Context: an optimization exercise on an open-source flow, tuned for small area. The choices shown serve that exercise and are no tape-out recipe. Only the layout flow was run in this run; the RTL was not checked for function there. Power is estimated from default activity; no workload was simulated.

### flow/flow/run.sh
#!/bin/bash
# The standard layout (the standard.sh: ORFS synthesis to finish) with
# three layout choices:
# - after synthesis, combinational cells that ABC sized above drive 1 are
#   set back to drive 1 (flow/downsize.tcl); the flow's repair steps size
#   up again wherever slew, capacitance or timing need it
# - clock tree: clkbuf_8 buffers and no dummy loads at the leaves
# - port buffers: buf_1
# Synthesis, floorplan, power grid, taps, placement and routing are
# standard.sh unchanged. Each tool's output goes to a log file here.
set -e
export CTS_ARGS="-repair_clock_nets -buf_list sky130_fd_sc_hd__clkbuf_8 -dont_use_dummy_load"
export BUFFER_PORTS_ARGS="-buffer_cell sky130_fd_sc_hd__buf_1"
bash standard.sh synth > synth.log 2>&1
DS_ODB=orfs/results/$FLOW_PLATFORM/top/base/1_synth.odb \
  openroad -no_init -exit flow/downsize.tcl > downsize.log 2>&1
bash standard.sh > standard.log 2>&1
### flow/flow/downsize.tcl
# Swaps every combinational cell that synthesis sized above drive 1 for the
# same function at drive 1 (or 0), where the platform has one that is not
# don't-use. Timing repair later in the flow sizes cells up where needed.
set odb $::env(DS_ODB)
read_db $odb
set db [ord::get_db]
set block [ord::get_db_block]
set dont_use [list]
if {[info exists ::env(DONT_USE_CELLS)]} { set dont_use $::env(DONT_USE_CELLS) }
# never pick the platform's special-purpose cells
set n 0
foreach inst [$block getInsts] {
  set m [$inst getMaster]
  set name [$m getName]
  if {![regexp {^(sky130_fd_sc_hd__)([a-z0-9]+)_([0-9]+)$} $name -> pre base drv]} { continue }
  if {$drv <= 1} { continue }
  if {[regexp {lpflow|probe} $base]} { continue }
  if {[regexp {^(df|sdf|dl|edf|sedf|clk|buf|fa|ha|fah|conb|tap|fill|decap|diode)} $base]} { continue }
  foreach d {1 0} {
    set cand "${pre}${base}_${d}"
    if {[lsearch -exact $dont_use $cand] >= 0} { continue }
    set nm [$db findMaster $cand]
    if {$nm != "NULL" && $nm != ""} {
      $inst swapMaster $nm
      incr n
      break
    }
  }
}
puts "downsized $n cells"
write_db $odb
### flow/standard.sh
#!/bin/bash
# synth_recipe.tcl (not shown) runs the flow's synth.tcl, then flattens the netlist and writes it again
# the make line also repeats each setting of config.mk as NAME=value (left out here)
make -C /OpenROAD-flow-scripts/flow DESIGN_CONFIG=/design/flow/config.mk WORK_HOME=/design/flow/orfs CLKGATE_MAP_FILE= SYNTH_SCRIPT=/design/flow/synth_recipe.tcl "${@:-finish}"
### flow/config.mk
export PLATFORM = sky130hd
export DESIGN_NAME = top
export DESIGN_NICKNAME = top
export VERILOG_FILES = /design/flow/design.v
export SDC_FILE = /design/flow/constraint.sdc
export NUM_CORES = 4
export LEC_CHECK = 0
export CAP_MARGIN = 20
export CORE_MARGIN = 2
export CORE_UTILIZATION = 40
export SLEW_MARGIN = 20
export SYNTH_HIERARCHICAL = 1
### flow/constraint.sdc
create_clock -name core_clock -period 11.0 [get_ports {clk}]
set_input_delay 2.2000 -clock core_clock [delete_from_list [all_inputs] [get_ports {clk}]]
set_output_delay 2.2000 -clock core_clock [all_outputs]
set_load 0.01 [all_outputs]
### flow/design.v
module fa (input a, input b, input c, output s, output co);
    assign s  = a ^ b ^ c;
    assign co = (a & b) | (c & (a ^ b));
endmodule
module ha (input a, input b, output s, output co);
    assign s  = a ^ b;
    assign co = a & b;
endmodule
module delay (
    input  clk,
    input  rst_seen,
    input  btn,
    output delay_en
);
    localparam [15:0] TAPS = 16'hD008, R = 16'hC01C, W = 16'h401C,
                      MASK = 16'hFFEF, P = 16'h5555, S1 = 16'h8039;
    reg  [15:0] q;
    wire [15:0] s = q ^ P;
    assign delay_en = ~rst_seen & ((s & MASK) == (W & MASK));
    wire fb = (^(s & TAPS)) ^ delay_en;
    always @(posedge clk) begin
        if (!btn)          q <= R ^ P;
        else if (rst_seen) q <= S1 ^ P;
        else               q <= {s[14:0], fb} ^ P;
    end
endmodule
module ball_tick (
    input  clk,
    input  rst,
    output tick
);
    localparam [12:0] TAPS = 13'h100D, R = 13'h11F9, W = 13'h01F9, MASK = 13'h1EF7;
    reg [12:0] s;
    assign tick = ((s & MASK) == (W & MASK));
    wire fb = (^(s & TAPS)) ^ tick;
    always @(posedge clk or posedge rst) begin
        if (rst) s <= R;
        else     s <= {s[11:0], fb};
    end
endmodule
module vga_controller (
    input clk,
    input rst,
    output video_on,
    output hsync,
    output vsync,
    output reg [11:0] h_count,
    output reg [10:0] v_count
);
    wire [11:0] h = h_count;
    wire [10:0] v = v_count;
    wire h_end = h[11] & h[7] & h[4] & h[2] & h[1] & h[0];           
    wire v_end = v[10] & v[6] & v[5] & v[2];                         
    wire [11:0] hs, hc;
    assign hs[0] = ~h[0];
    assign hc[0] = h[0];
    wire [10:0] vs, vc;
    ha v0 (.a(v[0]), .b(h_end), .s(vs[0]), .co(vc[0]));
    genvar i;
    for (i = 1; i < 12; i++) begin : hinc
        ha u (.a(h[i]), .b(hc[i-1]), .s(hs[i]), .co(hc[i]));
    end
    for (i = 1; i < 11; i++) begin : vinc
        ha u (.a(v[i]), .b(vc[i-1]), .s(vs[i]), .co(vc[i]));
    end
    wire v_wrap = h_end & v_end;
    always @(posedge clk or posedge rst) begin
        if (rst) h_count <= 12'd0;
        else     h_count <= {hs[11] & ~h_end, hs[10:8], hs[7] & ~h_end, hs[6:5],
                             hs[4:3] & ~{2{h_end}}, hs[2:0]};
    end
    always @(posedge clk or posedge rst) begin
        if (rst) v_count <= 11'd0;
        else     v_count <= {vs[10] & ~v_wrap, vs[9:7], vs[6:5] & ~{2{v_wrap}}, vs[4:3],
                             vs[2] & ~v_wrap, vs[1], vs[0] & ~v_wrap};
    end
    assign hsync = (h[10] & h[9] & h[8] & h[7] & h[6] & (h[5] | (h[4] & h[3]))) |
                   (h[11] & ~(h[8] | h[7] | h[6] | h[5] | h[4] | h[3] | h[2]));
    assign vsync = v[10] & ((~v[6] & v[5] & v[4] & v[3] & v[2]) |
                            (v[6] & ~(v[5] | v[4] | v[3] | v[2] | v[1] | v[0])));
    assign video_on = ~h[11] & ~(h[10] & h[9] & h[8] & h[7]) &
                      (~v[10] | (~v[6] & ~(v[5] & v[4] & v[3])));
endmodule
module rectangle (
    input clk,
    input rst,
    input rst_seen,
    input btnU,
    input btnD,
    output reg [8:0] pos
);
    wire up, down;
    wire at_bot = pos[8] & pos[7] & pos[4] & pos[3] & pos[1];    
    wire at_top = ~|pos;
    wire en_d = down & ~at_bot;
    wire en_u = ~down & up & ~at_top;
    wire en = en_d | en_u;
    wire [8:0] s, c;
    ha a0 (.a(pos[0]), .b(en),   .s(s[0]), .co(c[0]));
    fa a1 (.a(pos[1]), .b(en_u), .c(c[0]), .s(s[1]), .co(c[1]));
    fa a2 (.a(pos[2]), .b(en_d), .c(c[1]), .s(s[2]), .co(c[2]));
    genvar i;
    for (i = 3; i < 8; i++) begin : add
        fa u (.a(pos[i]), .b(en_u), .c(c[i-1]), .s(s[i]), .co(c[i]));
    end
    assign s[8] = pos[8] ^ en_u ^ c[7];
    always @(posedge clk or posedge rst) begin
        if (rst) pos <= 9'd0;
        else     pos <= s;
    end
    delay delay_i_u (.clk(clk), .rst_seen(rst_seen), .btn(btnU), .delay_en(up));
    delay delay_i_d (.clk(clk), .rst_seen(rst_seen), .btn(btnD), .delay_en(down));
endmodule
module circle (
    input clk,
    input rst,
    input rst_seen,
    input  [8:0] pos_l,        
    input  [8:0] pos_r,
    output reg [10:0] nhp,
    output reg [9:0]  nvp
);
    reg dir_right, dir_down;
    wire move_tick;
    wire [10:0] hp = ~nhp;
    wire [9:0]  vp = ~nvp;
    genvar i;
    wire [8:0] pc = hp[10] ? pos_r : pos_l;
    wire in_h = (hp <= 11'd260) || (hp >= 11'd1640);
    wire [8:0] fs, fc;
    ha f0 (.a(pc[0]), .b(nvp[1]), .s(fs[0]), .co(fc[0]));
    for (i = 1; i < 9; i++) begin : fadd
        fa u (.a(pc[i]), .b(nvp[i+1]), .c(fc[i-1]), .s(fs[i]), .co(fc[i]));
    end
    wire [10:0] f = {fc[8], fs, nvp[0]};
    wire hit = in_h && (f >= 11'd713) && (f <= 11'd1083);
    ball_tick delay_i_u (.clk(clk), .rst(rst), .tick(move_tick));
    wire h_max = hp[10] & hp[9] & hp[8] & hp[6] & hp[1] & hp[0];
    wire h_min = ~(hp[10] | hp[9] | hp[8] | hp[7] | hp[6] | hp[1]);
    wire v_max = vp[9] & vp[8] & vp[7] & vp[6] & vp[5] & vp[4] & vp[3] & vp[1] & vp[0];
    wire v_min = ~(vp[9] | vp[8] | vp[7] | vp[6] | vp[1]);
    wire h_turn = dir_right ? h_max : h_min;
    wire v_turn = dir_down ? v_max : v_min;
    wire en_h = move_tick & ~h_turn;
    wire en_v = move_tick & ~v_turn;
    wire dm_h = en_h & dir_right;
    wire dm_v = en_v & dir_down;
    wire [10:0] hs, hc;
    wire [9:0]  vs, vc;
    ha h0 (.a(nhp[0]), .b(en_h), .s(hs[0]), .co(hc[0]));
    ha v0 (.a(nvp[0]), .b(en_v), .s(vs[0]), .co(vc[0]));
    for (i = 1; i < 10; i++) begin : hadd
        fa u (.a(nhp[i]), .b(dm_h), .c(hc[i-1]), .s(hs[i]), .co(hc[i]));
    end
    assign hs[10] = nhp[10] ^ dm_h ^ hc[9];
    for (i = 1; i < 9; i++) begin : vadd
        fa u (.a(nvp[i]), .b(dm_v), .c(vc[i-1]), .s(vs[i]), .co(vc[i]));
    end
    assign vs[9] = nvp[9] ^ dm_v ^ vc[8];
    always @(posedge clk) begin
        if (hit | rst_seen) begin
            nhp <= ~11'd479;
            dir_right <= 1'b1;
            nvp <= ~10'd270;
            dir_down <= 1'b1;
        end else begin
            nhp <= hs;
            nvp <= vs;
            if (move_tick & h_turn) dir_right <= ~dir_right;
            if (move_tick & v_turn) dir_down <= ~dir_down;
        end
    end
endmodule
module circle_hit (
    input  [11:0] h,
    input  [10:0] v,
    input  [10:0] nhp,
    input  [9:0]  nvp,
    output hit
);
    wire t3, t4, t5, t6, t7, t8, t9, t10;
    wire t11, t12, t13, t14, t15, t16, t17, t18;
    wire t19, t20, t21, t22, t26, t27, t28, t29;
    wire t30, t31, t32, t33, t34, t35, t36, t37;
    wire t38, t39, t40, t41, t42, t43, t186, t187;
    wire t188, t189, t190, t191, t192, t193, t194, t195;
    wire t196, t197, t198, t199, t200, t201, t202, t203;
    wire t204, t205, t206, t207, t208, t209, t210, t211;
    wire t212, t213, t214, t215, t216, t217, t218, t219;
    wire t220, t221, t222, t223, t224, t225, t226, t227;
    wire t229, t230, t231, t232, t233, t234, t235, t236;
    wire t237, t238, t239, t240, t241, t242, t243, t244;
    wire t245, t246, t247, t248, t249, t250, t251, t252;
    wire t253, t254, t255, t256, t257, t258, t259, t260;
    wire t261, t262, t263, t264, t265, t266, t267, t268;
    wire t269, t270, t271, t272, t273, t274, t275, t276;
    wire t277, t278, t279, t280, t281, t282, t283, t284;
    wire t286, t287, t288, t289, t291, t292, t293, t294;
    wire t296, t297, t298, t299, t300, t301, t302, t303;
    wire t304, t305, t306, t307, t308, t309, t310, t311;
    wire t312, t313, t314, t315, t316, t317, t318, t319;
    wire t320, t321, t322, t323, t324, t325, t326, t327;
    wire t328, t329, t330, t331, t332, t333, t334, t335;
    wire t336, t337, t338, t339, t340, t341, t342, t343;
    wire t344, t345, t346, t347, t348, t349, t350, t351;
    wire t352, t353, t354, t355, t356, t357, t358, t359;
    wire t360, t361, t362, t363, t364, t365, t366, t367;
    wire t368, t369, t370, t371, t372, t373, t375, t376;
    wire t377, t378, t380, t381, t383, t384, t385, t386;
    wire t388, t389, t391, t392, t393, t394, t395, t396;
    wire t397, t398, t399, t400, t401, t402, t403, t404;
    wire t405, t406, t407, t408, t409, t410, t411, t412;
    wire t415, t416, t417, t418, t419, t420, t422, t423;
    wire t425, t426, t427, t428, t429, t430, t431, t432;
    wire t433, t434, t435, t436, t437, t438;
    wire t1 = ~(h[0] ^ nhp[0]);
    wire t2 = h[0] | nhp[0];
    wire t23 = ~(h[11] ^ t22);
    wire t24 = ~(v[0] ^ nvp[0]);
    wire t25 = v[0] | nvp[0];
    wire t44 = ~(v[10] ^ t43);
    wire t45 = ~t1;
    wire t46 = t3 & ~t1;
    wire t47 = t3 & t1;
    wire t48 = ~(t5 & ~t3);
    wire t49 = ~(t5 & t3);
    wire t50 = ~(t7 & ~t5);
    wire t51 = ~(t7 & t5);
    wire t52 = ~(t9 & ~t7);
    wire t53 = t9 & t7;
    wire t54 = ~(t11 & ~t9);
    wire t55 = ~(t11 & t9);
    wire t56 = ~(t13 & ~t11);
    wire t57 = ~(t13 & t11);
    wire t58 = ~(t15 & ~t13);
    wire t59 = ~(t15 & t13);
    wire t60 = ~(t17 & ~t15);
    wire t61 = ~(t17 & t15);
    wire t62 = ~(t19 & ~t17);
    wire t63 = ~(t19 & t17);
    wire t64 = ~(t21 & ~t19);
    wire t65 = t1 & t5;
    wire t66 = ~(t1 & t7);
    wire t67 = ~(t1 & t9);
    wire t68 = ~(t1 & t11);
    wire t69 = ~(t1 & t13);
    wire t70 = ~(t1 & t15);
    wire t71 = t1 & t17;
    wire t72 = ~(t1 & t19);
    wire t73 = ~(t1 & t21);
    wire t74 = ~(t3 & t7);
    wire t75 = ~(t3 & t9);
    wire t76 = ~(t3 & t11);
    wire t77 = ~(t3 & t13);
    wire t78 = ~(t3 & t15);
    wire t79 = ~(t3 & t17);
    wire t80 = ~(t3 & t19);
    wire t81 = ~(t3 & t21);
    wire t82 = ~(t5 & t9);
    wire t83 = t5 & t11;
    wire t84 = ~(t5 & t13);
    wire t85 = ~(t5 & t15);
    wire t86 = ~(t5 & t17);
    wire t87 = ~(t5 & t19);
    wire t88 = ~(t5 & t21);
    wire t89 = ~(t7 & t11);
    wire t90 = ~(t7 & t13);
    wire t91 = ~(t7 & t15);
    wire t92 = ~(t7 & t17);
    wire t93 = ~(t7 & t19);
    wire t94 = ~(t7 & t21);
    wire t95 = ~(t9 & t13);
    wire t96 = ~(t9 & t15);
    wire t97 = ~(t9 & t17);
    wire t98 = ~(t9 & t19);
    wire t99 = ~(t9 & t21);
    wire t100 = ~(t11 & t15);
    wire t101 = ~(t11 & t17);
    wire t102 = ~(t11 & t19);
    wire t103 = ~(t11 & t21);
    wire t104 = ~(t13 & t17);
    wire t105 = ~(t13 & t19);
    wire t106 = ~(t13 & t21);
    wire t107 = ~(t15 & t19);
    wire t108 = ~(t15 & t21);
    wire t109 = ~(t17 & t21);
    wire t110 = ~(t23 & t1);
    wire t111 = ~(t23 & ~t1);
    wire t112 = ~(t23 & ~t3);
    wire t113 = ~(t23 & ~t5);
    wire t114 = ~(t23 & ~t7);
    wire t115 = ~(t23 & ~t9);
    wire t116 = ~(t23 & ~t11);
    wire t117 = ~(t23 & ~t13);
    wire t118 = ~(t23 & ~t15);
    wire t119 = ~(t23 & ~t17);
    wire t120 = ~t24;
    wire t121 = t26 & ~t24;
    wire t122 = t26 & t24;
    wire t123 = ~(t28 & ~t26);
    wire t124 = ~(t28 & t26);
    wire t125 = t30 & ~t28;
    wire t126 = ~(t30 & t28);
    wire t127 = t32 & ~t30;
    wire t128 = ~(t32 & t30);
    wire t129 = ~(t34 & ~t32);
    wire t130 = ~(t34 & t32);
    wire t131 = ~(t36 & ~t34);
    wire t132 = ~(t36 & t34);
    wire t133 = ~(t38 & ~t36);
    wire t134 = ~(t38 & t36);
    wire t135 = ~(t40 & ~t38);
    wire t136 = ~(t40 & t38);
    wire t137 = ~(t42 & ~t40);
    wire t138 = ~(t42 & t40);
    wire t139 = t24 & t28;
    wire t140 = ~(t24 & t30);
    wire t141 = ~(t24 & t32);
    wire t142 = t24 & t34;
    wire t143 = ~(t24 & t36);
    wire t144 = ~(t24 & t38);
    wire t145 = ~(t24 & t40);
    wire t146 = ~(t24 & t42);
    wire t147 = ~(t26 & t30);
    wire t148 = ~(t26 & t32);
    wire t149 = ~(t26 & t34);
    wire t150 = ~(t26 & t36);
    wire t151 = ~(t26 & t38);
    wire t152 = ~(t26 & t40);
    wire t153 = ~(t26 & t42);
    wire t154 = ~(t28 & t32);
    wire t155 = ~(t28 & t34);
    wire t156 = t28 & t36;
    wire t157 = ~(t28 & t38);
    wire t158 = ~(t28 & t40);
    wire t159 = ~(t28 & t42);
    wire t160 = ~(t30 & t34);
    wire t161 = ~(t30 & t36);
    wire t162 = ~(t30 & t38);
    wire t163 = ~(t30 & t40);
    wire t164 = ~(t30 & t42);
    wire t165 = ~(t32 & t36);
    wire t166 = ~(t32 & t38);
    wire t167 = ~(t32 & t40);
    wire t168 = ~(t32 & t42);
    wire t169 = ~(t34 & t38);
    wire t170 = ~(t34 & t40);
    wire t171 = ~(t34 & t42);
    wire t172 = ~(t36 & t40);
    wire t173 = ~(t36 & t42);
    wire t174 = ~(t38 & t42);
    wire t175 = ~(t44 & t24);
    wire t176 = ~(t44 & ~t24);
    wire t177 = ~(t44 & ~t26);
    wire t178 = ~(t44 & ~t28);
    wire t179 = ~(t44 & ~t30);
    wire t180 = ~(t44 & ~t32);
    wire t181 = ~(t44 & ~t34);
    wire t182 = ~(t44 & ~t36);
    wire t183 = ~(t44 & ~t38);
    wire t184 = ~(t44 & ~t40);
    wire t185 = ~(t44 & t42);
    wire t228 = ~t187;
    wire t285 = ~t216;
    wire t290 = ~t215;
    wire t295 = ~t223;
    wire t374 = ~t337;
    wire t379 = ~t277;
    wire t382 = ~t278;
    wire t387 = ~t291;
    wire t390 = ~t292;
    wire t413 = ~t45;
    wire t414 = ~t120;
    wire t421 = ~t375;
    wire t424 = ~t423;
    fa u_t3 (.a(h[1]), .b(nhp[1]), .c(t2), .s(t3), .co(t4));
    fa u_t5 (.a(h[2]), .b(nhp[2]), .c(t4), .s(t5), .co(t6));
    fa u_t7 (.a(h[3]), .b(nhp[3]), .c(t6), .s(t7), .co(t8));
    fa u_t9 (.a(h[4]), .b(nhp[4]), .c(t8), .s(t9), .co(t10));
    fa u_t11 (.a(h[5]), .b(nhp[5]), .c(t10), .s(t11), .co(t12));
    fa u_t13 (.a(h[6]), .b(nhp[6]), .c(t12), .s(t13), .co(t14));
    fa u_t15 (.a(h[7]), .b(nhp[7]), .c(t14), .s(t15), .co(t16));
    fa u_t17 (.a(h[8]), .b(nhp[8]), .c(t16), .s(t17), .co(t18));
    fa u_t19 (.a(h[9]), .b(nhp[9]), .c(t18), .s(t19), .co(t20));
    fa u_t21 (.a(h[10]), .b(nhp[10]), .c(t20), .s(t21), .co(t22));
    fa u_t26 (.a(v[1]), .b(nvp[1]), .c(t25), .s(t26), .co(t27));
    fa u_t28 (.a(v[2]), .b(nvp[2]), .c(t27), .s(t28), .co(t29));
    fa u_t30 (.a(v[3]), .b(nvp[3]), .c(t29), .s(t30), .co(t31));
    fa u_t32 (.a(v[4]), .b(nvp[4]), .c(t31), .s(t32), .co(t33));
    fa u_t34 (.a(v[5]), .b(nvp[5]), .c(t33), .s(t34), .co(t35));
    fa u_t36 (.a(v[6]), .b(nvp[6]), .c(t35), .s(t36), .co(t37));
    fa u_t38 (.a(v[7]), .b(nvp[7]), .c(t37), .s(t38), .co(t39));
    fa u_t40 (.a(v[8]), .b(nvp[8]), .c(t39), .s(t40), .co(t41));
    fa u_t42 (.a(v[9]), .b(nvp[9]), .c(t41), .s(t42), .co(t43));
    ha u_t186 (.a(t53), .b(t71), .s(t186), .co(t187));
    fa u_t188 (.a(t54), .b(t72), .c(t79), .s(t188), .co(t189));
    fa u_t190 (.a(t55), .b(t73), .c(t80), .s(t190), .co(t191));
    fa u_t192 (.a(t86), .b(t91), .c(t95), .s(t192), .co(t193));
    fa u_t194 (.a(t56), .b(t81), .c(t87), .s(t194), .co(t195));
    fa u_t196 (.a(t92), .b(t96), .c(t110), .s(t196), .co(t197));
    ha u_t198 (.a(t131), .b(t159), .s(t198), .co(t199));
    fa u_t200 (.a(t57), .b(t88), .c(t93), .s(t200), .co(t201));
    fa u_t202 (.a(t97), .b(t100), .c(t111), .s(t202), .co(t203));
    fa u_t204 (.a(t112), .b(t132), .c(t164), .s(t204), .co(t205));
    fa u_t206 (.a(t58), .b(t94), .c(t98), .s(t206), .co(t207));
    ha u_t208 (.a(t101), .b(t113), .s(t208), .co(t209));
    fa u_t210 (.a(t59), .b(t99), .c(t102), .s(t210), .co(t211));
    fa u_t212 (.a(t51), .b(t69), .c(t76), .s(t212), .co(t213));
    fa u_t214 (.a(t52), .b(t70), .c(t77), .s(t214), .co(t215));
    ha u_t216 (.a(t83), .b(t127), .s(t216), .co(t217));
    fa u_t218 (.a(t78), .b(t84), .c(t89), .s(t218), .co(t219));
    fa u_t220 (.a(t128), .b(t145), .c(t151), .s(t220), .co(t221));
    ha u_t222 (.a(t186), .b(t156), .s(t222), .co(t223));
    fa u_t224 (.a(t188), .b(t85), .c(t90), .s(t224), .co(t225));
    fa u_t226 (.a(t129), .b(t146), .c(t152), .s(t226), .co(t227));
    fa u_t229 (.a(t157), .b(t161), .c(t228), .s(t229), .co(t230));
    fa u_t231 (.a(t190), .b(t192), .c(t130), .s(t231), .co(t232));
    fa u_t233 (.a(t153), .b(t158), .c(t162), .s(t233), .co(t234));
    fa u_t235 (.a(t165), .b(t175), .c(t189), .s(t235), .co(t236));
    fa u_t237 (.a(t194), .b(t196), .c(t198), .s(t237), .co(t238));
    fa u_t239 (.a(t163), .b(t166), .c(t176), .s(t239), .co(t240));
    fa u_t241 (.a(t177), .b(t191), .c(t193), .s(t241), .co(t242));
    fa u_t243 (.a(t200), .b(t202), .c(t204), .s(t243), .co(t244));
    fa u_t245 (.a(t167), .b(t169), .c(t178), .s(t245), .co(t246));
    fa u_t247 (.a(t195), .b(t197), .c(t199), .s(t247), .co(t248));
    fa u_t249 (.a(t206), .b(t208), .c(t133), .s(t249), .co(t250));
    fa u_t251 (.a(t168), .b(t170), .c(t179), .s(t251), .co(t252));
    fa u_t253 (.a(t201), .b(t203), .c(t205), .s(t253), .co(t254));
    fa u_t255 (.a(t210), .b(t104), .c(t114), .s(t255), .co(t256));
    fa u_t257 (.a(t134), .b(t171), .c(t172), .s(t257), .co(t258));
    fa u_t259 (.a(t180), .b(t207), .c(t209), .s(t259), .co(t260));
    fa u_t261 (.a(t60), .b(t103), .c(t105), .s(t261), .co(t262));
    fa u_t263 (.a(t115), .b(t135), .c(t173), .s(t263), .co(t264));
    ha u_t265 (.a(t181), .b(t211), .s(t265), .co(t266));
    fa u_t267 (.a(t61), .b(t106), .c(t107), .s(t267), .co(t268));
    fa u_t269 (.a(t116), .b(t136), .c(t174), .s(t269), .co(t270));
    ha u_t271 (.a(t62), .b(t108), .s(t271), .co(t272));
    fa u_t273 (.a(t49), .b(t67), .c(t74), .s(t273), .co(t274));
    fa u_t275 (.a(t50), .b(t68), .c(t75), .s(t275), .co(t276));
    ha u_t277 (.a(t125), .b(t142), .s(t277), .co(t278));
    fa u_t279 (.a(t212), .b(t82), .c(t126), .s(t279), .co(t280));
    fa u_t281 (.a(t143), .b(t149), .c(t154), .s(t281), .co(t282));
    fa u_t283 (.a(t214), .b(t144), .c(t150), .s(t283), .co(t284));
    fa u_t286 (.a(t155), .b(t213), .c(t285), .s(t286), .co(t287));
    fa u_t288 (.a(t218), .b(t220), .c(t160), .s(t288), .co(t289));
    fa u_t291 (.a(t222), .b(t217), .c(t290), .s(t291), .co(t292));
    fa u_t293 (.a(t224), .b(t226), .c(t229), .s(t293), .co(t294));
    fa u_t296 (.a(t219), .b(t221), .c(t295), .s(t296), .co(t297));
    fa u_t298 (.a(t231), .b(t233), .c(t235), .s(t298), .co(t299));
    fa u_t300 (.a(t225), .b(t227), .c(t230), .s(t300), .co(t301));
    fa u_t302 (.a(t237), .b(t239), .c(t241), .s(t302), .co(t303));
    fa u_t304 (.a(t232), .b(t234), .c(t236), .s(t304), .co(t305));
    fa u_t306 (.a(t243), .b(t245), .c(t247), .s(t306), .co(t307));
    fa u_t308 (.a(t238), .b(t240), .c(t242), .s(t308), .co(t309));
    fa u_t310 (.a(t249), .b(t251), .c(t253), .s(t310), .co(t311));
    fa u_t312 (.a(t244), .b(t246), .c(t248), .s(t312), .co(t313));
    fa u_t314 (.a(t255), .b(t257), .c(t259), .s(t314), .co(t315));
    fa u_t316 (.a(t250), .b(t252), .c(t254), .s(t316), .co(t317));
    fa u_t318 (.a(t261), .b(t263), .c(t265), .s(t318), .co(t319));
    fa u_t320 (.a(t256), .b(t258), .c(t260), .s(t320), .co(t321));
    fa u_t322 (.a(t267), .b(t269), .c(t182), .s(t322), .co(t323));
    fa u_t324 (.a(t262), .b(t264), .c(t266), .s(t324), .co(t325));
    fa u_t326 (.a(t271), .b(t117), .c(t137), .s(t326), .co(t327));
    fa u_t328 (.a(t183), .b(t268), .c(t270), .s(t328), .co(t329));
    fa u_t330 (.a(t63), .b(t109), .c(t118), .s(t330), .co(t331));
    fa u_t332 (.a(t138), .b(t184), .c(t272), .s(t332), .co(t333));
    ha u_t334 (.a(t64), .b(t119), .s(t334), .co(t335));
    ha u_t336 (.a(t47), .b(t65), .s(t336), .co(t337));
    fa u_t338 (.a(t48), .b(t66), .c(t123), .s(t338), .co(t339));
    fa u_t340 (.a(t273), .b(t124), .c(t141), .s(t340), .co(t341));
    fa u_t342 (.a(t275), .b(t148), .c(t274), .s(t342), .co(t343));
    fa u_t344 (.a(t279), .b(t281), .c(t276), .s(t344), .co(t345));
    fa u_t346 (.a(t283), .b(t286), .c(t280), .s(t346), .co(t347));
    fa u_t348 (.a(t288), .b(t284), .c(t287), .s(t348), .co(t349));
    fa u_t350 (.a(t293), .b(t296), .c(t289), .s(t350), .co(t351));
    fa u_t352 (.a(t298), .b(t300), .c(t294), .s(t352), .co(t353));
    fa u_t354 (.a(t302), .b(t304), .c(t299), .s(t354), .co(t355));
    fa u_t356 (.a(t306), .b(t308), .c(t303), .s(t356), .co(t357));
    fa u_t358 (.a(t310), .b(t312), .c(t307), .s(t358), .co(t359));
    fa u_t360 (.a(t314), .b(t316), .c(t311), .s(t360), .co(t361));
    fa u_t362 (.a(t318), .b(t320), .c(t315), .s(t362), .co(t363));
    fa u_t364 (.a(t322), .b(t324), .c(t319), .s(t364), .co(t365));
    fa u_t366 (.a(t326), .b(t328), .c(t323), .s(t366), .co(t367));
    fa u_t368 (.a(t330), .b(t332), .c(t327), .s(t368), .co(t369));
    fa u_t370 (.a(t334), .b(t185), .c(t331), .s(t370), .co(t371));
    ha u_t372 (.a(t336), .b(t122), .s(t372), .co(t373));
    fa u_t375 (.a(t338), .b(t140), .c(t374), .s(t375), .co(t376));
    fa u_t377 (.a(t340), .b(t147), .c(t339), .s(t377), .co(t378));
    fa u_t380 (.a(t342), .b(t341), .c(t379), .s(t380), .co(t381));
    fa u_t383 (.a(t344), .b(t343), .c(t382), .s(t383), .co(t384));
    fa u_t385 (.a(t346), .b(t282), .c(t345), .s(t385), .co(t386));
    fa u_t388 (.a(t348), .b(t347), .c(t387), .s(t388), .co(t389));
    fa u_t391 (.a(t350), .b(t349), .c(t390), .s(t391), .co(t392));
    fa u_t393 (.a(t352), .b(t297), .c(t351), .s(t393), .co(t394));
    fa u_t395 (.a(t354), .b(t301), .c(t353), .s(t395), .co(t396));
    fa u_t397 (.a(t356), .b(t305), .c(t355), .s(t397), .co(t398));
    fa u_t399 (.a(t358), .b(t309), .c(t357), .s(t399), .co(t400));
    fa u_t401 (.a(t360), .b(t313), .c(t359), .s(t401), .co(t402));
    fa u_t403 (.a(t362), .b(t317), .c(t361), .s(t403), .co(t404));
    fa u_t405 (.a(t364), .b(t321), .c(t363), .s(t405), .co(t406));
    fa u_t407 (.a(t366), .b(t325), .c(t365), .s(t407), .co(t408));
    fa u_t409 (.a(t368), .b(t329), .c(t367), .s(t409), .co(t410));
    fa u_t411 (.a(t370), .b(t333), .c(t369), .s(t411), .co(t412));
    ha u_t415 (.a(t413), .b(t414), .s(t415), .co(t416));
    ha u_t417 (.a(t46), .b(t121), .s(t417), .co(t418));
    fa u_t419 (.a(t372), .b(t139), .c(t418), .s(t419), .co(t420));
    fa u_t422 (.a(t421), .b(t373), .c(t420), .s(t422), .co(t423));
    fa u_t425 (.a(t377), .b(t376), .c(t424), .s(t425), .co(t426));
    fa u_t427 (.a(t380), .b(t378), .c(t426), .s(t427), .co(t428));
    fa u_t429 (.a(t383), .b(t381), .c(t428), .s(t429), .co(t430));
    fa u_t431 (.a(t385), .b(t384), .c(t430), .s(t431), .co(t432));
    fa u_t433 (.a(t388), .b(t386), .c(t432), .s(t433), .co(t434));
    fa u_t435 (.a(t391), .b(t389), .c(t434), .s(t435), .co(t436));
    fa u_t437 (.a(t393), .b(t392), .c(t436), .s(t437), .co(t438));
    wire [11:0] s = {~t437, ~t435, ~t433, ~t431, ~t429, ~t427, ~t425, t422, t419, t417, t416, t415};
    wire high_zero = ~(~(~t395 ^ ~t394) ^ ~t438) &
        ~((~t397 ^ ~t396) ^ (~t395 & ~t394)) &
        ~(~(~t399 ^ ~t398) ^ (~t397 | ~t396)) &
        ~((~t401 ^ ~t400) ^ (~t399 & ~t398)) &
        ~(~(~t403 ^ ~t402) ^ (~t401 | ~t400)) &
        ~((~t405 ^ ~t404) ^ (~t403 & ~t402)) &
        ~(~(~t407 ^ ~t406) ^ (~t405 | ~t404)) &
        ~((~t409 ^ ~t408) ^ (~t407 & ~t406)) &
        ~(~(~t411 ^ ~t410) ^ (~t409 | ~t408));
    assign hit = high_zero &
                 ~(s[11] & s[10] & s[9] & ((|s[8:5]) | (s[4] & (|s[3:0]))));
endmodule
module top(
    input  clk     ,
    input  rst     ,
    input  btnU    ,
    input  btnD    ,
    input  btnL    ,
    input  btnR    ,
    output       Hsync   ,
    output       Vsync   ,
    output [3:0] vgaRed  ,
    output [3:0] vgaGreen,
    output [3:0] vgaBlue
);
    wire [11:0] h_count;
    wire [10:0] v_count;
    wire video_on;
    wire [8:0] pos_l, pos_r;
    wire [10:0] nhp;
    wire [9:0]  nvp;
    wire circ;
    reg  white;    
    vga_controller vga_ctrl (
        .clk(clk), .rst(rst), .video_on(video_on), .hsync(Hsync), .vsync(Vsync),
        .h_count(h_count), .v_count(v_count));
    reg rst_seen;
    always @(posedge clk or posedge rst) begin
        if (rst) rst_seen <= 1'b1;
        else     rst_seen <= 1'b0;
    end
    rectangle rectangle_left_i  (.clk(clk), .rst(rst), .rst_seen(rst_seen), .btnU(btnU), .btnD(btnR), .pos(pos_l));
    rectangle rectangle_right_i (.clk(clk), .rst(rst), .rst_seen(rst_seen), .btnU(btnL), .btnD(btnD), .pos(pos_r));
    circle color_i (.clk(clk), .rst(rst), .rst_seen(rst_seen), .pos_l(pos_l), .pos_r(pos_r), .nhp(nhp), .nvp(nvp));
    circle_hit circle_hit_i (.h(h_count), .v(v_count), .nhp(nhp), .nvp(nvp), .hit(circ));
    wire [11:0] h = h_count;
    wire [10:0] v = v_count;
    wire in_l = (h >= 12'd100) && (h <= 12'd200);
    wire in_r = (h >= 12'd1700) && (h <= 12'd1800);
    wire [8:0] npr = ~(h[10] ? pos_r : pos_l);
    wire [9:0] dq, dc;
    assign dq[0] = ~(v[1] ^ npr[0]);
    assign dc[0] = v[1] | npr[0];
    genvar i;
    for (i = 1; i < 9; i++) begin : dsub
        fa u (.a(v[i+1]), .b(npr[i]), .c(dc[i-1]), .s(dq[i]), .co(dc[i]));
    end
    assign dq[9] = ~(v[10] ^ dc[8]);
    assign dc[9] = v[10] | dc[8];
    wire rows = dc[9] & ((dq < 10'd125) | ((dq == 10'd125) & ~v[0]));
    wire rect = (in_l | in_r) & rows;
    always @(posedge clk or posedge rst) begin
        if (rst) white <= 1'b0;
        else     white <= ~rst_seen & video_on & (rect | circ);
    end
    assign vgaRed   = {4{video_on}};
    assign vgaGreen = {4{video_on & white}};
    assign vgaBlue  = {4{video_on & white}};
endmodule
==> summary.md <==
| Metric | Value |
|---|---|
| CP required | `11.32 ns` |
| Pwr dens | `89.1 mW/mm²` |
| Status | `finished clean` |
| Clk slew on worst S/H paths | `0.08 ns` |
| GRT Resource Usage Total | `0.167` |
| CTS H-tree depth | `4` |
| Peak supply drop | `84.8 µV` |
| First DRT Iteration DRCs | `281` |
| Initial antenna violation count | `0` |
| Area growth from synthesis to layout | `5.35%` |
| DRC | `0` |
| CTS Hold Bufs | `0` |
| Final Cycle Share | `0.843` |
| WL per Instance | `16.7 µm` |
| Postcts setup bufs | `0` |
| CP most frequent cell | `fa_1` |
| DIE AREA | `0.0270 mm²` |
| Vias post-DR | `6,158` |
| CTS tree | `done` |
| Total core area | `0.0252 mm²` |
| Final setup fails | `0` |
| Initial core utilization | `0.408` |
| Final critical-path required period | `9.27 ns` |
| Routed Antenna Nets | `0` |
| Sequential Area | `0.00315 mm²` |
| Resized cells post-CTS | `0` |
| CP bufs+invs | `2` |
| Rel. slew slack | `0.383` |
| Cts bufs inserted | `17` |
| Final instance area | `0.0108 mm²` |
| Worst slew pin tran | `0.918 ns` |
| Die width | `164 µm` |
| Most common cell after layout, fill and taps aside | `fa_1` |
| Max-Cap Viols | `0` |
| Cell Area, Synth | `0.0103 mm²` |
| Cell Rows | `58` |
| Cell Area, Placed | `0.0106 mm²` |
| Clock insertion delay at the later pin of the skew report | `0.44 ns` |
| Post-Syn Area per Cell | `11.6 µm²` |
| Crit-path leading delay family | `adder cells` |
| Synth Warn # | `12` |
| I/O Buffers | `19` |
| Routability cong. | `0.778` |
| Count of pins over their slew limit | `0` |
| Root buf cell | `clkbuf_8` |
| First-pass GRT wire length | `34,900 µm` |
| Die H | `164 µm` |
| Pin count of the biggest net entering global routing | `24` |
| Worst setup path class | `flop to flop` |
| Clk buf depth | `2` |
| Fillers | `2,366` |
| Max Fanout on Critical Path | `10` |
| Cell count after synthesis | `886` |
| CP endpoint kind | `flop` |
| Layout Nets | `1,121` |
| Most frequent cells in the layout | `fa_1 (173), nand2_1 (133), dfxtp_1 (87), ha_1 (52), dfrtp_1 (47)` |
| CP startpoint kind | `flop` |
| Unrepaired setup endpoints after global routing | `false` |
| Routed WL | `20,300 µm` |
| Arrival time worst endpoint | `9.59 ns` |
| Clock sink count | `143` |
| HPWL Detailed | `16,000 µm` |
| Setup TNS | `0 ns` |
| Total gr overflow | `0` |
| Leakage | `4.61 nW` |
| Fmax | `108 MHz` |
| Hold Crit Class | `flop to flop` |
| Footprint of the multi-input gates | `0.00676 mm²` |
| Skew final | `0.0248 ns` |
| CP peak stage delay | `0.67 ns` |
| DR pass1 iterations | `4` |
| Post-Synthesis Net Count | `1,117` |
| Slowest cell on the critical path | `xnor2_1` |
| DR vias/cell | `5.06` |
| Vias in the first global route | `6,673` |
| N_diodes | `0` |
| Final hold violation count | `0` |
| Share of cells above drive strength 1 | `0.0338` |
| Ports | `20` |
==> final cells by class <==
cell class / instances / share of cell area
sequential: 143 / 0.292
timing repair buffer: 22 / 0.00867
tap: 330 / 0.0382
clock buffer: 17 / 0.0216
multi-input combinational: 662 / 0.625
inverter: 44 / 0.0153
==> layer usage <==
metal / share of wire / global-route usage / vias up
met5: 0 / 0 / -
met4: 0.012 / 0.0379 / 0
met3: 0.029 / 0.0278 / 19
met2: 0.49 / 0.276 / 73
met1: 0.47 / 0.233 / 3151
li1: - / - / 2915
==> worst reg2reg max path, delay by kind of cell, from the launching register on <==
kind,cells,cell delay (ns)
AOI/OAI and AO/OA,1,0.08
xor gates and xnor gates,2,0.81
adders and majority gates,17,6.88
buffers and inverters,2,0.13
DFF,1,0.42
and+or+nand+nor,4,0.84
==> per-stage QoR <==
stage	hold slack, ns	total power [mW]	worst slack [ns]	utilization	std cells
detailed placement	0.356	0.672	1.73	0.420	1201
global placement	0.354	0.670	1.86	0.420	1201
CTS	0.368	0.980	1.71	0.429	1218
finish	0.366	0.964	1.73	0.430	1218
floorplan	0.347	0.640	2.29	-	886
global route	0.368	1.02	1.18	0.430	1218
==> flip-flops by register name (all words and copies together), names as in the netlist <==
name,count
white,1
rectangle_left_i.delay_i_d.q,16
rectangle_right_i.delay_i_u.q,16
rectangle_right_i.pos,9
rectangle_right_i.delay_i_d.q,16
color_i.dir_right,1
color_i.delay_i_u.s,13
rectangle_left_i.pos,9
color_i.nhp,11
rst_seen,1
vga_ctrl.h_count,12
rectangle_left_i.delay_i_u.q,16
color_i.nvp,10
vga_ctrl.v_count,11
color_i.dir_down,1
==> worst paths after layout <==
| path | startpoint | slack [ns] | depth (start not counted) | to |
|---|---|---|---|---|
| worst max-delay path | vga_ctrl.h_count[0] | 1.73 | 26 | white |
| worst min-delay path | color_i.delay_i_u.s[5] | 0.37 | 0 | color_i.delay_i_u.s[6] |
| worst max register to register | vga_ctrl.h_count[0] | 1.73 | 26 | white |
| worst min register to register | color_i.delay_i_u.s[5] | 0.37 | 0 | color_i.delay_i_u.s[6] |
| max in group asynchronous | rst | 8.34 | 2 | vga_ctrl.v_count[0] |
| min in group asynchronous | rst | 1.80 | 2 | white |
==> report_power, final <==
part / internal, mW / switching [mW] / total, mW
registers: 0.536 / 0.0187 / 0.555
clock network: 0.136 / 0.168 / 0.304
logic: 0.0460 / 0.0596 / 0.106

==> afterwards: timing with drivers on the ports <==
The flow's constraints put no driver on any port. The routed layout listed below was extracted and timed again, unchanged, in two steps. Step 1 (the two cells are an assumption about what drives the block):
set clk [get_ports {clk}]
set_driving_cell -lib_cell sky130_fd_sc_hd__clkbuf_16 $clk
set_driving_cell -lib_cell sky130_fd_sc_hd__buf_2 [delete_from_list [all_inputs] $clk]
Step 2 moves the port delays by t, midway between the first and last clock arrival at a register: inputs arrive t later, outputs are due t later. That takes back most of the time a late clock gives input paths. a / b / c = ideal / step 1 / step 2; a / b = the first two.
t, ns: 0.468
setup WS [ns]: 1.729 / 1.729 / 1.729
hold WS [ns]: 0.366 / 0.366 / 0.366
clock arrival spread, ns: 0.027 / 0.028
cell pins on the clock port's net: 1
After both steps setup and hold are still met in this run. The setup slack of this run moves by 0.000 ns with the drivers and by 0.000 ns with both steps.
